Context: an optimization exercise on an open-source flow, tuned for small area. The choices shown serve that exercise and are no tape-out recipe.
Function was checked by simulation only, so behaviour that the tests miss may differ from the original.
No driver is modelled on the clock port, so clock power and skew are understated where the tree is cut down; a real chip needs a root buffer or a tree.
Power is estimated from default activity; no workload was simulated.

==> module top_module, before the edit <==
module top_module
(
    CLK, RSTn, LED_Out
);
    input CLK;
    input RSTn;
    output [3:0] LED_Out;
    localparam [13:0] P = 14'b10101010101011;
    reg  [13:0] y;                      
    wire [13:0] r = y ^ P;
    reg [2:0]  g;
    reg [1:0]  s;
    wire [4:0] nq;                      
    wire tick  = (r == 14'd0);
    wire h     = ~(r[3] | r[4] | r[5] | r[11]);
    wire stall = tick & ((s[0] & s[1] & g[1] & ~g[2]));       
    wire fb    = (r[13] ^ r[0] ^ h) & ~stall;
    wire rst_st = (g[1] == 1'b0) & (g[0] == 1'b1);
    always @(posedge CLK)
        y <= (rst_st ? 14'd1 : {r[12:0], fb}) ^ P;
    assign nq[0] = (s[1]) | (g[0] & ~g[1]) | (~g[0] & g[1] & ~g[2]);
    assign nq[1] = (~s[0] & ~g[0]) | (~s[0] & g[1]);
    assign nq[2] = (~s[1] & g[0] & g[1]) | (~s[0] & g[0] & g[1]) | (s[0] & s[1] & g[1] & g[2]);
    assign nq[3] = (g[0] & g[1]) | (s[0] & s[1] & ~g[0] & g[2]) | (g[1] & g[2]);
    assign nq[4] = (s[0] & s[1] & ~g[0]) | (~g[0] & g[2]) | (~s[1] & g[1] & g[2]) | (~s[0] & g[1] & g[2]);
    always @(posedge CLK or negedge RSTn)
        if (!RSTn) begin
            g[1] <= 1'b0;
            g[0] <= 1'b1;
        end else if (tick | rst_st) begin
            g[1] <= nq[3];
            g[0] <= nq[2];
        end
    always @(posedge CLK)
        if (tick | rst_st) begin
            g[2] <= nq[4];
            s    <= nq[1:0];
        end
    assign LED_Out[0] = (~g[0] & ~g[2]) | (g[1] & ~g[2]) | (~g[0] & g[1]);
    assign LED_Out[1] = (~g[0] & ~g[2]) | (g[1] & ~g[2]) | (~s[0] & ~g[0] & g[1]) | (s[1] & ~g[0] & g[1]) | (s[0] & ~s[1] & g[0] & g[1]);
    assign LED_Out[2] = (~g[0] & ~g[2]) | (g[1] & ~g[2]) | (s[1] & ~g[0] & g[1]) | (~s[1] & g[0] & g[1]);
    assign LED_Out[3] = (~g[0] & ~g[2]) | (g[1] & ~g[2]) | (s[0] & s[1] & ~g[0] & g[1]) | (~s[1] & g[0] & g[1]) | (~s[0] & g[0] & g[1]);
endmodule
==> flow/config.mk <==
export PLATFORM = sky130hd
export DESIGN_NAME = top_module
export DESIGN_NICKNAME = top_module
export VERILOG_FILES = /design/flow/design.v
export SDC_FILE = /design/flow/constraint.sdc
export NUM_CORES = 4
export LEC_CHECK = 0
export CAP_MARGIN = 20
export CORE_AREA = 2 2 62 62
export DIE_AREA = 0 0 64 64
export PLACE_DENSITY = 0.85
export SLEW_MARGIN = 20
==> flow/constraint.sdc <==
create_clock -name core_clock -period 10.0 [get_ports {CLK}]
set_input_delay 2.0000 -clock core_clock [delete_from_list [all_inputs] [get_ports {CLK}]]
set_output_delay 2.0000 -clock core_clock [all_outputs]
set_load 0.01 [all_outputs]
standard.sh (not shown) runs the stock make flow with config.mk's settings and CLKGATE_MAP_FILE= SYNTH_SCRIPT=/design/flow/synth_recipe.tcl, a recipe that flattens the netlist after the stock synthesis.
==> flow/flow/run.sh <==
#!/bin/bash
# Standard flow, with the combinational logic of the standard synthesis
# re-mapped by ABC for area (registers untouched; best of eight seeds), the
# ports buffered with small buffers and a one-buffer clock tree
# (flow/pre_cts.tcl).
set -euo pipefail
HERE=$(pwd)
R=$HERE/orfs/results/$FLOW_PLATFORM/top_module/base
LIB=$FLOW_HOME/platforms/sky130hd/lib/sky130_fd_sc_hd__tt_025C_1v80.lib

bash standard.sh synth > "$HERE/log_synth.txt" 2>&1

cp "$R/1_2_yosys.v" "$HERE/1_2_yosys.std.v"
# the platform's don't-use cells (lpflow_*, probes, spare cell) stay unused
DONTUSE=$(grep -oE 'cell *\("?sky130_fd_sc_hd__(lpflow_|probe|macro_sparecell)[a-z0-9_]*' "$LIB" \
          | sed -E 's/.*(sky130_fd_sc_hd__[a-z0-9_]*)/-dont_use \1/' | sort -u | tr '\n' ' ')
# ABC is run with eight random seeds; the smallest netlist is kept
for S in 0 1 2 3 4 5 6 7; do
  sed "s/&deepsyn -J 200 -T 120/\&deepsyn -J 200 -T 120 -S $S/" flow/abc_area.script > "$HERE/abc_area_$S.script"
  sed -e "s|{LIB}|$LIB|g" -e "s|{IN}|$HERE/1_2_yosys.std.v|" -e "s|{DONTUSE}|$DONTUSE|" \
      -e "s|{OUT}|$HERE/1_2_yosys.remap_$S.v|" -e "s|{SCRIPT}|$HERE/abc_area_$S.script|" \
      flow/remap.ys > "$HERE/remap_$S.ys"
  yosys -q -l "$HERE/log_remap_$S.txt" -s "$HERE/remap_$S.ys" > /dev/null &
done
wait
BEST=$(for S in 0 1 2 3 4 5 6 7; do
         A=$(grep 'Chip area' "$HERE/log_remap_$S.txt" | tail -1 | awk '{print $NF}' || true)
         if [[ -n "$A" && -s "$HERE/1_2_yosys.remap_$S.v" ]]; then echo "$A $S"; fi
       done | sort -g | head -1 | awk '{print $2}')
echo "remap: seed $BEST" > "$HERE/log_remap_choice.txt"
cp "$HERE/1_2_yosys.remap_$BEST.v" "$HERE/1_2_yosys.remap.v"
cp "$HERE/1_2_yosys.remap.v" "$R/1_2_yosys.v"
rm -f "$R/1_synth.odb" "$R/1_synth.sdc"

# ports get buf_1
export BUFFER_PORTS_ARGS="-buffer_cell sky130_fd_sc_hd__buf_1"
export PRE_CTS_TCL="$HERE/flow/pre_cts.tcl"
bash standard.sh finish > "$HERE/log_finish.txt" 2>&1
Other scripts of this flow, unchanged in this note and not shown: flow/flow/abc_area.script, flow/flow/pre_cts.tcl, flow/flow/remap.ys
Edit:
==> flow/design.v (replaced) <==
module top_module
(
    CLK, RSTn, LED_Out
);
    input CLK;
    input RSTn;
    output [3:0] LED_Out;
    localparam [13:0] P = 14'b10101010101011;
    reg  [13:0] y;                      
    wire [13:0] r = y ^ P;
    reg [2:0]  g;
    reg [1:0]  s;
    wire [4:0] nq;                      
    wire tick  = (r == 14'd0);
    wire h     = ~(r[3] | r[4] | r[5] | r[11]);
    wire stall = tick & ((s[0] & s[1] & g[0] & g[2]));       
    wire fb    = (r[13] ^ r[0] ^ h) & ~stall;
    wire rst_st = (g[2] == 1'b0) & (g[1] == 1'b1);
    always @(posedge CLK)
        y <= (rst_st ? 14'd1 : {r[12:0], fb}) ^ P;
    assign nq[0] = (s[1]) | (g[1] & ~g[2]) | (g[0] & g[1]);
    assign nq[1] = (~s[0] & ~g[1]) | (~s[0] & g[2]);
    assign nq[2] = (s[0] & s[1] & ~g[1] & ~g[2]) | (g[0] & ~g[1]);
    assign nq[3] = (g[1] & ~g[2]) | (s[0] & s[1] & g[0] & g[2]) | (~s[1] & g[1]) | (~s[0] & g[1]);
    assign nq[4] = (s[0] & s[1] & g[0]) | (g[1]) | (~s[1] & g[2]) | (~s[0] & g[2]);
    always @(posedge CLK or negedge RSTn)
        if (!RSTn) begin
            g[2] <= 1'b0;
            g[1] <= 1'b1;
        end else if (tick | rst_st) begin
            g[2] <= nq[4];
            g[1] <= nq[3];
        end
    always @(posedge CLK)
        if (tick | rst_st) begin
            g[0] <= nq[2];
            s    <= nq[1:0];
        end
    assign LED_Out[0] = (~g[0] & ~g[1] & ~g[2]) | (g[0] & g[2]) | (g[1] & g[2]);
    assign LED_Out[1] = (~s[0] & ~g[0] & ~g[1] & ~g[2]) | (s[1] & ~g[0] & ~g[1] & ~g[2]) | (s[0] & ~s[1] & g[0] & ~g[1]) | (g[0] & g[2]) | (g[1] & g[2]);
    assign LED_Out[2] = (s[1] & ~g[0] & ~g[1] & ~g[2]) | (~s[1] & g[0] & ~g[1]) | (g[0] & g[2]) | (g[1] & g[2]);
    assign LED_Out[3] = (s[0] & s[1] & ~g[0] & ~g[1] & ~g[2]) | (~s[1] & g[0] & ~g[1]) | (~s[0] & g[0] & ~g[1]) | (g[0] & g[2]) | (g[1] & g[2]);
endmodule
Result: The changed run finished clean; setup slack gets better by 0.66 ns; maximum frequency goes up by 18%; wire length falls by 11%; total power falls by 0.82%; hold slack is worse by 0.0031 ns; sequential share of layout area grows by 0.39 points; design area is lower by 0.68%; first-iteration DRC count came out higher by 64%; sequential power barely changes; flip-flop and latch count is unchanged; global-route usage stays flat; clock skew is about the same; via count fell by 2.7%.
In every run of this note, the design's own scripts or RTL, not TritonCTS, make the clock network.

separate check: timing with driven ports:
Ports are ideal in the flow. The routed layouts listed here were re-timed in OpenROAD. Step 1, drivers: a clkbuf_16 drives CLK and a buf_2 each remaining input, both assumed. Step 2, shift: input delay + t, output delay - t, t = (earliest + latest rising clock arrival at the registers) / 2. This alone moves slack from input paths to output paths. Three values: no drivers, after step 1, after step 2; two values: the first two.
| run | t, ns | slack for setup (ns) | worst hold slack (ns) |
|---|---|---|---|
| the first run | 0.160 | 5.746 / 5.723 / 5.883 | 0.389 / 0.389 / 0.389 |
| the second run | 0.157 | 6.402 / 6.378 / 6.535 | 0.386 / 0.386 / 0.386 |
After both steps setup and hold are still met in every run listed.
